Source: an optimization exercise on an open RTL-to-GDS flow (aim: a short achievable clock period and few clock cycles). Production flows keep margins and buffers that such runs may drop.
In this exercise RTL edits were held to simulation tests only and were not proved equivalent to the original.

==> inputs of run a <==
==> flow/design.v (excerpt) <==
module processador (
    input         clk,
    input         rst,
    output [19:0] imem_addr,
    input  [31:0] imem_data,
    output [63:0] dmem_addr,
    output [63:0] dmem_wdata,
    output        dmem_we,
    output        dmem_re,
    input  [63:0] dmem_rdata
);
export LEC_CHECK = 0
export CAP_MARGIN = 35
export CORE_MARGIN = 2
export CORE_UTILIZATION = 40
export SLEW_MARGIN = 35
export SYNTH_HIERARCHICAL = 1
create_clock -name core_clock -period 40.0 [get_ports {clk}]
standard.sh (not shown) runs the stock make flow with config.mk's settings and CLKGATE_MAP_FILE= SYNTH_SCRIPT=/design/flow/synth_recipe.tcl, a recipe that flattens the netlist after the stock synthesis.
==> flow/flow/run.sh <==
#!/bin/bash
# Own layout flow: the standard flow (standard synthesis unchanged, same
# floorplan, power grid, placement, CTS and routing steps, the design's SDC),
# with ORFS's timing repair asked to keep SETUP_SLACK_MARGIN ns of setup slack
# so that it works towards a shorter achieved period, wire parasitic
# estimates made pessimistic (flow/rc.tcl) so that repair before routing
# allows for the extracted values, and more rounds of antenna repair after
# detailed routing. Each step's full log is under orfs/logs/; make's own
# output is in make_*.log here.
set -euo pipefail
RC="$(pwd)/flow/rc.tcl"
bash standard.sh synth > make_synth.log 2>&1
LAYER_PARASITICS_FILE="$RC" bash standard.sh SETUP_SLACK_MARGIN=31.5 MAX_REPAIR_ANTENNAS_ITER_DRT=10 \
    LAYER_PARASITICS_FILE="$RC" finish > make_finish.log 2>&1
==> flow/flow/rc.tcl <==
set_layer_rc -layer li1 -capacitance 1.873750e-04 -resistance 8.970000e-02
set_layer_rc -layer met1 -capacitance 2.154688e-04 -resistance 1.116125e-03
set_layer_rc -layer met2 -capacitance 1.702913e-04 -resistance 1.116125e-03
set_layer_rc -layer met3 -capacitance 2.687025e-04 -resistance 1.958750e-04
set_layer_rc -layer met4 -capacitance 1.851600e-04 -resistance 1.958750e-04
set_layer_rc -layer met5 -capacitance 1.926087e-04 -resistance 2.226250e-05
# end correlate

set_layer_rc -via mcon -resistance 1.156143e-02
set_layer_rc -via via -resistance 5.625000e-03
set_layer_rc -via via2 -resistance 4.210983e-03
set_layer_rc -via via3 -resistance 4.707937e-04
set_layer_rc -via via4 -resistance 7.250000e-06

set_wire_rc -signal -layer met1
set_wire_rc -clock -layer met3
==> run b: changes against run a <==
--- a/flow/design.v
+++ b/flow/design.v
@@ -43,11 +43,11 @@
     parameter [7:0] PRED_BWD = 8'b1111_1111    
 ) (
     input  [31:0] fi,         
     input  [11:2] pcF2,       
     input  [11:2] pcF2p1,     
-    input  [11:0] abase,      
+    input  [11:2] abase,      
     input         rst,
     input         f2v,        
     input         f2pt,       
     input         mispred,    
     input         fuse_ok,    
@@ -67,22 +67,25 @@
 wire        f_same_taken = (ff3 == 3'b000) | (ff3 == 3'b101) | (ff3 == 3'b111);
 wire        f_br_pred = f_same ? f_same_taken : (fi[31] ? PRED_BWD[ff3] : PRED_FWD[ff3]);
 wire        fuse  = fuse_ok & (xrd == fi[19:15]);
 wire        zfuse = (ff3[2:1] == 2'b00) & (fi[24:20] == 5'd0) & zf_ok & (xrd == fi[19:15]);
 wire        zpt   = ff3[0] ^ zres;
-wire [11:2] ftJ, ftB;
-wire [11:0] ftR;
+wire [11:2] ftJ, ftB, ftR;
 sum_sub #(10) add_J (.a(pcF2), .b({fi[20], fi[30:22]}), .cin(1'b0), .s(ftJ), .cout());
 sum_sub #(10) add_B (.a(pcF2), .b({fi[7], fi[30:25], fi[11:9]}), .cin(1'b0), .s(ftB), .cout());
-sum_sub #(12) add_R (.a(abase), .b(fi[31:20]), .cin(1'b0), .s(ftR), .cout());
-wire [11:2] ftgt = fi[3] ? ftJ : fi[2] ? ftR[11:2] : ftB;
+sum_sub #(10) add_R (.a(abase), .b(fi[31:22]), .cin(1'b0), .s(ftR), .cout());
 wire        spt = f_jal | (f_br & (zfuse ? zpt : f_br_pred)) | (f_jalr & fuse);
 assign      fpt = f2pt ? ~(f_br & zfuse & ~zpt) : spt;
 wire        go    = f2v & ~mispred & ~rst;
 wire        sel_t = go & ~f2pt & spt;
 wire        sel_n = go & f2pt & f_br & zfuse & ~zpt;
-assign      pcF_d = sel_t ? ftgt : sel_n ? pcF2p1 : alt;
+wire        sJ    = sel_t & fi[3];
+wire        sR    = sel_t & ~fi[3] & fi[2];
+wire        sB    = sel_t & ~fi[3] & ~fi[2];
+wire        sA    = ~sel_t & ~sel_n;
+assign      pcF_d = ({10{sJ}} & ftJ) | ({10{sR}} & ftR) | ({10{sB}} & ftB) |
+                    ({10{sel_n}} & pcF2p1) | ({10{sA}} & alt);
 assign      fred  = sel_t | sel_n;
 endmodule
 module processador (
     input         clk,
     input         rst,
@@ -235,20 +238,21 @@
                       mispred ? npc[11:2] :
                       (issue & bhit) ? btgt : pcFn;
 wire        fpt, fpred;
 wire [11:2] pcF_d;
 f2_pred #(.PRED_FWD(PRED_FWD), .PRED_BWD(PRED_BWD)) f2 (
-    .fi(fi), .pcF2(pcF2), .pcF2p1(pcF2p1), .abase(auipc_base[11:0]),
+    .fi(fi), .pcF2(pcF2), .pcF2p1(pcF2p1), .abase(auipc_base[11:2]),
     .rst(rst), .f2v(f2v), .f2pt(f2pt), .mispred(mispred),
     .fuse_ok(~qv & xv & x_auipc & (rd != 5'd0)),
     .zf_ok(~qv & xv & (x_r | x_i) & (rd != 5'd0)),
     .xrd(rd), .zres(zres), .alt(pcF_alt),
     .fpt(fpt), .fred(fpred), .pcF_d(pcF_d)
 );
+wire [19:0] pcX_d = rst ? 20'd0 : fire ? npc : pcX;
 registrador #(10) pcF_out (.clk(clk), .D(pcF_d), .Q(imem_addr[11:2]));
-assign imem_addr[19:12] = pcX[19:12];
-assign imem_addr[1:0]   = 2'b00;
+registrador #(8) pcX_out (.clk(clk), .D(pcX_d[19:12]), .Q(imem_addr[19:12]));
+assign imem_addr[1:0] = 2'b00;
 wire [31:0] ir_in = qv ? qi : fi;
 always @(posedge clk) begin
     pcF   <= pcF_d;
     f2v   <= ~rst & issue & ~mispred & ~fpred;
     pcF2  <= pcF;
@@ -280,14 +284,11 @@
         qi <= fi;
         qpb <= f2pt; qpbt <= f2tgt; qpbase <= auipc_base;
     end
     xpt <= (ex_accept & (qv ? qpt : fpt)) | (~ex_accept & xpt);
     qpt <= (~qv & fpt) | (qv & qpt);
-    if (rst)
-        pcX <= 20'd0;
-    else if (fire)
-        pcX <= npc;
+    pcX <= pcX_d;
     wbv   <= ~rst & wen;
     wbrd  <= rd;
     wbres <= res;
     dm_we_r    <= ~rst & fire & x_sd;
     dm_re_r    <= fire & x_ld;
==> flow/flow/run.sh (replaced) <==
#!/bin/bash
# Own layout flow: the standard flow (standard synthesis unchanged, same
# floorplan, power grid, placement, CTS and routing steps, the design's SDC),
# with ORFS's timing repair asked to keep SETUP_SLACK_MARGIN ns of setup slack
# so that it works towards a shorter achieved period, wire parasitic
# estimates made pessimistic (flow/rc.tcl) so that repair before routing
# allows for the extracted values, output flip-flops placed beside their
# port buffers (flow/outff.tcl), antenna repair with a margin after global
# routing (flow/grt_post.tcl), and more rounds of antenna repair after
# detailed routing. Each step's full log is under orfs/logs/; make's own
# output is in make_*.log here.
set -euo pipefail
RC="$(pwd)/flow/rc.tcl"
GP="$(pwd)/flow/grt_post.tcl"
OF="$(pwd)/flow/outff.tcl"
bash standard.sh synth > make_synth.log 2>&1
LAYER_PARASITICS_FILE="$RC" POST_GLOBAL_ROUTE_TCL="$GP" POST_DETAIL_PLACE_TCL="$OF" \
    bash standard.sh SETUP_SLACK_MARGIN=31.5 MAX_REPAIR_ANTENNAS_ITER_DRT=10 \
    LAYER_PARASITICS_FILE="$RC" POST_GLOBAL_ROUTE_TCL="$GP" POST_DETAIL_PLACE_TCL="$OF" \
    finish > make_finish.log 2>&1
==> flow/flow/grt_post.tcl (new file) <==
# Run after ORFS's global routing (POST_GLOBAL_ROUTE_TCL): a further round of
# antenna repair with a margin on the antenna ratios, so that fewer
# violations are left for the repair rounds after detailed routing, each of
# which routes the design again.
repair_antennas -iterations 3 -ratio_margin 40
check_placement -verbose
write_guides $::env(RESULTS_DIR)/route.guide
==> flow/flow/outff.tcl (new file) <==
# Run after detailed placement (POST_DETAIL_PLACE_TCL): move each flip-flop
# that drives an output port through its port buffer onto that buffer, and
# legalize again, so that the wire between flip-flop and buffer is short.
# The logic in front of these flip-flops has slack to spare.
proc outff_driver {net} {
  foreach it [$net getITerms] {
    if {[$it isOutputSignal]} { return $it }
  }
  return ""
}
set block [ord::get_db_block]
set moved 0
foreach bterm [$block getBTerms] {
  if {[$bterm getIoType] ne "OUTPUT"} { continue }
  set name [$bterm getName]
  set net [$bterm getNet]
  if {$net eq "NULL"} { continue }
  set drv [outff_driver $net]
  if {$drv eq ""} { continue }
  set buf [$drv getInst]
  set bin ""
  foreach it [$buf getITerms] {
    if {[$it isInputSignal]} { set bin $it }
  }
  if {$bin eq ""} { continue }
  set inet [$bin getNet]
  if {$inet eq "NULL"} { continue }
  set fdrv [outff_driver $inet]
  if {$fdrv eq ""} { continue }
  set ff [$fdrv getInst]
  if {![[$ff getMaster] isSequential]} { continue }
  lassign [$buf getLocation] x y
  $ff setLocation $x $y
  incr moved
}
puts "outff: moved $moved output flip-flops next to their port buffers"
detailed_placement
optimize_mirroring
utl::info FLW 912 "Placement violations after outff: [check_placement -verbose]."
==> flow_metrics.env <==
export IMPL_rr_endpoint="pcF_out.Q[5]$_DFF_P_"
export IMPL_grtUsageMet3=0.218
export IMPL_status="complete, no violations"
export IMPL_placed_cell_area_sq_mm=0.165
export IMPL_grt_usage=0.417
export IMPL_vias=142682
export IMPL_clk_pin_slew_ns=0.06
export IMPL_cts_made_buffers=354
export IMPL_comb_power_share=0.227
export IMPL_fin_skew_ns=0.110
export IMPL_worstPathArrival_ns=1.52
export IMPL_rsz0062_at_grt="yes"
export IMPL_p_sw_frac=0.337
export IMPL_final_nonclk_buf_share=0.0541
[end of results for run a]
==> flow_metrics.env <==
export IMPL_cts_made_buffers=357
export IMPL_status="complete, no violations"
export IMPL_comb_power_share=0.258
export IMPL_clk_pin_slew_ns=0.07
export IMPL_p_sw_frac=0.347
export IMPL_fin_skew_ns=0.145
export IMPL_rr_endpoint="pcF_out.Q[1]$_DFF_P_"
export IMPL_worstPathArrival_ns=1.54
export IMPL_grtUsageMet3=0.251
export IMPL_placed_cell_area_sq_mm=0.168
export IMPL_vias=149847
[end of results for run b]
Testbench counts of run a, summed over its fixed seeds: cycles 11,909.
Testbench counts of run b, summed over its fixed seeds: cycles 11,909.

re-timing with driven ports:
No port has a modelled driver above. Below, the same layouts with a new extraction and two added sets of constraints.
Step 1 sets driving cells, clkbuf_16 on the clock port and buf_2 on the other inputs (assumed; they add their load-dependent delay and slew).
Step 2, shift: input delay + t, output delay - t, t = (earliest + latest rising clock arrival at the registers) / 2. This alone moves slack from input paths to output paths.
Slacks: ideal ports / drivers / drivers and shift; pairs: ideal ports / drivers.
run	t (ns)	setup WS [ns]	worst setup path at the end
run a	1.137	30.478 / 30.355 / 29.744	input to register
run b	1.166	30.465 / 30.335 / 29.750	input to register
After both steps every run listed still meets setup and hold. For run a, which loses most, drivers alone change the setup slack by -0.123 ns; drivers and shift together by -0.734 ns.
